Source: an optimization exercise on an open RTL-to-GDS flow (aim: small area). Production flows keep margins and buffers that such runs may drop.
Function was checked by simulation only, so behaviour that the tests miss may differ from the original.
Power and IR drop assume default switching activity.

Setup of job 8418:
==> flow/design.v <==
module top (
    input clock,
    input resetn,
    input pkt_valid,
    input [7:0] data_in,
    input [2:0] read_en,
    output [2:0] vld_out,
    output [7:0] data_out_0,
    output [7:0] data_out_1,
    output [7:0] data_out_2,
    output [2:0] full,
    output [2:0] empty,
    output busy,
    output err
);
    localparam [2:0] DEC  = 3'd0,    
                     LD   = 3'd1,    
                     LFD  = 3'd2,    
                     LP   = 3'd3,    
                     CPE  = 3'd4,    
                     FFS  = 3'd5,    
                     LAF  = 3'd6,    
                     WTE  = 3'd7;    
    localparam [4:0] S0  = 5'b00001;
    localparam [4:0] S30 = 5'b10000;
    localparam [4:0] ZS  = 5'b00000;
    reg  [2:0] state;
    reg  [1:0] add;
    reg  [7:0] dout, fsb, ip;
    reg        lpv, pd, err_r;
    wire is_dec = (state == DEC);
    wire is_ld  = (state == LD);
    wire is_lp  = (state == LP);
    wire is_laf = (state == LAF);
    wire wen    = is_ld | is_lp | is_laf;
    reg  [3:0] wq [0:2];
    reg  [3:0] rq [0:2];
    reg  [2:0] wrap;
    reg  [4:0] cnt [0:2];
    reg  [7:0] mem0 [0:15];
    reg  [7:0] mem1 [0:15];
    reg  [7:0] mem2 [0:15];
    wire [2:0] eq, srst, zs, wr, rd, sel;
    assign sel = {add[1], add[0], ~(add[1] | add[0])};
    genvar g;
    generate
        for (g = 0; g < 3; g = g + 1) begin : ctl
            assign eq[g]    = (wq[g] == rq[g]);
            assign empty[g] = eq[g] & ~wrap[g];
            assign full[g]  = eq[g] & wrap[g];
            assign vld_out[g] = ~empty[g];
            assign srst[g]  = (cnt[g] == S30);
            assign zs[g]    = (cnt[g] == ZS);
            assign wr[g]    = wen & sel[g] & ~full[g];
            assign rd[g]    = read_en[g] & ~empty[g];
            always @(posedge clock) begin
                if (!resetn || srst[g]) begin
                    wq[g]   <= 4'd0;
                    rq[g]   <= 4'd0;
                    wrap[g] <= 1'b0;
                end else begin
                    wq[g]   <= wq[g] + {3'd0, wr[g]};
                    rq[g]   <= rq[g] + {3'd0, rd[g]};
                    wrap[g] <= wrap[g] ^ (wr[g] & (&wq[g])) ^ (rd[g] & (&rq[g]));
                end
            end
            always @(posedge clock) begin
                if (!resetn)
                    cnt[g] <= S0;
                else if (srst[g])
                    cnt[g] <= ZS;
                else if (empty[g] || read_en[g])
                    cnt[g] <= S0;
                else
                    cnt[g] <= {cnt[g][3:0], cnt[g][4] ^ cnt[g][2]};
            end
        end
    endgenerate
    integer k;
    always @(posedge clock) begin
        for (k = 0; k < 16; k = k + 1) begin
            if (wr[0] && wq[0] == k[3:0] - 4'd1) mem0[k] <= dout;
            if (wr[1] && wq[1] == k[3:0] - 4'd1) mem1[k] <= dout;
            if (wr[2] && wq[2] == k[3:0] - 4'd1) mem2[k] <= dout;
        end
    end
    assign data_out_0 = zs[0] ? 8'h00 : mem0[rq[0]];
    assign data_out_1 = zs[1] ? 8'h00 : mem1[rq[1]];
    assign data_out_2 = zs[2] ? 8'h00 : mem2[rq[2]];
    wire ffull  = add[1] ? full[2]  : add[0] ? full[1]  : full[0];
    wire cempty = add[1] ? empty[2] : add[0] ? empty[1] : empty[0];
    wire csrst  = add[1] ? srst[2]  : add[0] ? srst[1]  : srst[0];
    wire nempty = data_in[1] ? empty[2] : data_in[0] ? empty[1] : empty[0];
    wire hdr    = pkt_valid & ~(data_in[1] & data_in[0]);
    reg [2:0] nxt;
    always @(*) begin
        nxt = state;
        case (state)
            DEC: if (hdr) nxt = nempty ? LFD : WTE;
            LFD: nxt = LD;
            LD:  if (ffull) nxt = FFS; else if (!pkt_valid) nxt = LP;
            LP:  if (!ffull) nxt = CPE;
            CPE: nxt = DEC;
            FFS: if (!ffull) nxt = LAF;
            LAF: nxt = lpv ? LP : LD;
            WTE: if (cempty) nxt = LFD;
        endcase
    end
    always @(posedge clock) begin
        if (!resetn || (!is_dec && csrst))
            state <= DEC;
        else
            state <= nxt;
    end
    assign busy = ~(is_dec | is_ld);
    always @(posedge clock) begin
        if (is_dec) add <= data_in[1:0];
        if (is_dec || is_laf || (is_ld && !ffull))
            dout <= is_laf ? fsb : data_in;
        if (is_ld && ffull) fsb <= data_in;
        if (is_dec) ip <= data_in;
        else if (is_ld) ip <= ip ^ data_in;
        if (is_ld) lpv <= ~pkt_valid;
    end
    always @(posedge clock) begin
        if (!resetn || is_dec)
            pd <= 1'b0;
        else if ((is_ld && !ffull && !pkt_valid) || (is_laf && lpv))
            pd <= 1'b1;
        if (!resetn)
            err_r <= 1'b0;
        else
            err_r <= pd & (|ip);
    end
    assign err = err_r;
endmodule
export LEC_CHECK = 0
export ABC_AREA = 1
export CAP_MARGIN = 20
export CORE_MARGIN = 2
export CORE_UTILIZATION = 70
export SLEW_MARGIN = 20
create_clock -name core_clock -period 7.0 [get_ports {clock}]
standard.sh (not shown) runs the stock make flow with config.mk's settings and CLKGATE_MAP_FILE= SYNTH_SCRIPT=/design/flow/synth_recipe.tcl, a recipe that flattens the netlist after the stock synthesis.
==> flow/flow/run.sh <==
#!/bin/bash
# Own layout flow:
#  1. the standard synthesis (standard.sh synth), unchanged;
#  2. its combinational logic re-mapped by ABC with an area-oriented script
#     (flow/remap.tcl); every flip-flop instance is kept as it is: same
#     name, same cell;
#  3. the standard layout (standard.sh) on that netlist, with buf_1 as
#     the port buffer and a clock tree built from clkbuf_4 without dummy loads.
# Each tool's output goes to a log file of its own in the work folder.
set -euo pipefail
W=$(pwd)
R=$W/orfs/results/$FLOW_PLATFORM/top/base
YOSYS=$(command -v yosys || echo "$FLOW_HOME/../tools/install/yosys/bin/yosys")

bash standard.sh synth > "$W/1_standard_synth.log" 2>&1
cp "$R/1_2_yosys.v" "$W/standard_synth.v"

LIBFILE=$FLOW_HOME/platforms/$FLOW_PLATFORM/lib/sky130_fd_sc_hd__tt_025C_1v80.lib \
DONT_USE="$(cat "$W/flow/dont_use.txt")" \
NETIN=$W/standard_synth.v NETOUT=$W/remap.v STATOUT=$W/remap_stat.txt \
ABCSCRIPT=$W/flow/area.abc \
    "$YOSYS" -c "$W/flow/remap.tcl" > "$W/2_remap.log" 2>&1

grep -oE '^ *sky130_fd_sc_hd__[a-z0-9_]*df[a-z0-9_]* [^ ]+' "$W/standard_synth.v" | sort > "$W/ff_std.txt"
grep -oE '^ *sky130_fd_sc_hd__[a-z0-9_]*df[a-z0-9_]* [^ ]+' "$W/remap.v" | sort > "$W/ff_remap.txt"
cmp "$W/ff_std.txt" "$W/ff_remap.txt"
if grep -qE 'sky130_fd_sc_hd__(lpflow|probe)' "$W/remap.v"; then
    echo "re-mapped netlist uses a don't-use cell" >&2
    exit 1
fi

cp "$W/remap.v" "$R/1_2_yosys.v"
touch "$R/1_2_yosys.v"

export BUFFER_PORTS_ARGS="-buffer_cell sky130_fd_sc_hd__buf_1"
export CTS_ARGS="$(cat "$W/flow/cts_args.txt")"
bash standard.sh > "$W/3_standard_layout.log" 2>&1
==> flow/flow/cts_args.txt <==
-sink_clustering_enable -repair_clock_nets -dont_use_dummy_load -buf_list sky130_fd_sc_hd__clkbuf_16 -sink_clustering_size 22 -sink_clustering_max_diameter 80
Other scripts of this flow, unchanged in this note and not shown: flow/flow/area.abc, flow/flow/dont_use.txt, flow/flow/remap.tcl
Job 8418 closes out successfully: all stages finished, all timing, DRC and antenna checks passed.
The inputs of job 7068 differ from those of job 8418 as listed below.
- CORE_UTILIZATION now 80, was 70
==> flow/flow/cts_args.txt <==
-sink_clustering_enable -repair_clock_nets -dont_use_dummy_load -buf_list sky130_fd_sc_hd__clkbuf_8 -sink_clustering_size 14 -sink_clustering_max_diameter 60
Findings:
Global-route usage: job 7068 > job 8418. Die area on job 7068 is ahead of job 8418. Reported for job 8418 and job 7068, worst hold path depth turned out identical to the last digit. Compared with job 8418, job 7068 instantiates a smaller number of standard cells.
The inputs of job 1906 differ from those of job 7068 as listed below.
- a change of CAP_MARGIN from 20 to 10
- a change of SLEW_MARGIN from 20 to 10
- a change of CORE_UTILIZATION from 80 to 75
==> flow/flow/cts_args.txt <==
-sink_clustering_enable -repair_clock_nets -dont_use_dummy_load -buf_list sky130_fd_sc_hd__clkbuf_4 -sink_clustering_size 9 -sink_clustering_max_diameter 45
## What came out
Compared with job 7068, job 1906 shows power density over the cells lower by about 2.6%. From job 7068 to job 1906 the numbers moved as follows: number of buffers added by the clock tree synthesis step climbed 50%; static power due to leakage lower; proportion of cell area occupied by registers rose 0.50 points. Job 7068 -> job 1906: total placed instance area flat. Count of placed standard cells in the final layout, fillers left out came out higher on job 1906 than on job 7068.
### job 1906 -> job 281
==> flow/flow/cts_args.txt <==
-sink_clustering_enable -repair_clock_nets -dont_use_dummy_load -buf_list sky130_fd_sc_hd__clkbuf_4 -sink_clustering_size 10 -sink_clustering_max_diameter 40
==> comparison <==
Job 281 went all the way through the flow, and no timing, DRC or antenna check failed. Taking job 1906 as the reference, in job 281 final standard cell area without fillers about even; wire length per cell after detailed routing rose about 0.6%. First-pass GRT wire length essentially unchanged between job 281 and job 1906.
[inputs] job 5252 vs job 281
- SLEW_MARGIN now 5, was 10
- CAP_MARGIN now 5, was 10
- Comparing job 281 with job 5252, the number of standard cells in the layout, taps in and fillers out came out essentially unchanged.
- Data arrival time at the worst-slack endpoint on job 5252 is up relative to job 281.
- Between job 5252 and job 281, the routed length per placed instance is lower for job 5252.
- Cell area after layout of job 5252 is on par with job 281.
- Per the comparison of job 5252 with job 281, via count -42; non-clock buffer count shrank by 1; final setup slack of the worst path now smaller; placed instance area has remained practically unchanged.
- Flip-flop and latch count came out exactly the same in job 5252 and job 281.

========
// top: RTL as listed in full above, without the edits since
make LEC_CHECK=0 ABC_AREA=1 CAP_MARGIN=20 CORE_MARGIN=2 CORE_UTILIZATION=60 CTS_BUF_LIST=sky130_fd_sc_hd__clkbuf_4 SLEW_MARGIN=20 finish   # period 7.0 ns
run.sh (not shown) runs the stock make flow with config.mk's settings and CLKGATE_MAP_FILE= SYNTH_SCRIPT=/design/flow/synth_recipe.tcl, a recipe that flattens the netlist after the stock synthesis.
Stock flow here: none of the scripts above is used.
Next try:
- CTS_BUF_LIST: sky130_fd_sc_hd__clkbuf_4 -> sky130_fd_sc_hd__clkbuf_8
- CTS_CLUSTER_SIZE: not set -> 40
Effect:
- global-route usage stays flat
- power hardly moves
- worst hold slack gets better by 0.029 ns
- die area stays the same
- routed wire length barely changes
- count of clock-buffer cells in the layout goes down by 85
- setup slack gains 0.18 ns

==> what the ideal ports hide <==
No port has a modelled driver above. Below, the same layouts with a new extraction and two added sets of constraints. Step 1 assumes that a clkbuf_16 drives the clock port and a buf_2 every other input. Step 2 moves the port delays by t, midway between the first and last clock arrival at a register: inputs arrive t later, outputs are due t later. That takes back most of the time a late clock gives input paths. Slacks: no drivers / after step 1 / after step 2; pairs: no drivers / after step 1.
run	shift t [ns]	setup slack, ns	clock arrival spread, ns	slew at the worst register clock pin (ns)	worst slew at a driven data input, ns
job 8418	0.594	2.448 / 2.395 / 2.989	0.020 / 0.020	0.10 / 0.10	0.03
job 7068	0.596	2.114 / 2.070 / 2.666	0.044 / 0.044	0.10 / 0.10	0.06
job 1906	0.742	2.108 / 2.068 / 2.810	0.078 / 0.078	0.10 / 0.10	0.06
job 281	0.742	2.178 / 2.129 / 2.872	0.100 / 0.099	0.11 / 0.11	0.06
job 5252	0.720	2.007 / 1.966 / 2.686	0.067 / 0.066	0.11 / 0.11	0.06
the first run of note 2	0.806	2.150 / 2.101 / 2.907	0.079 / 0.078	0.08 / 0.08	0.08
the second run of note 2	0.632	2.335 / 2.287 / 2.919	0.025 / 0.024	0.07 / 0.07	0.08
After both steps every run listed still meets setup and hold.
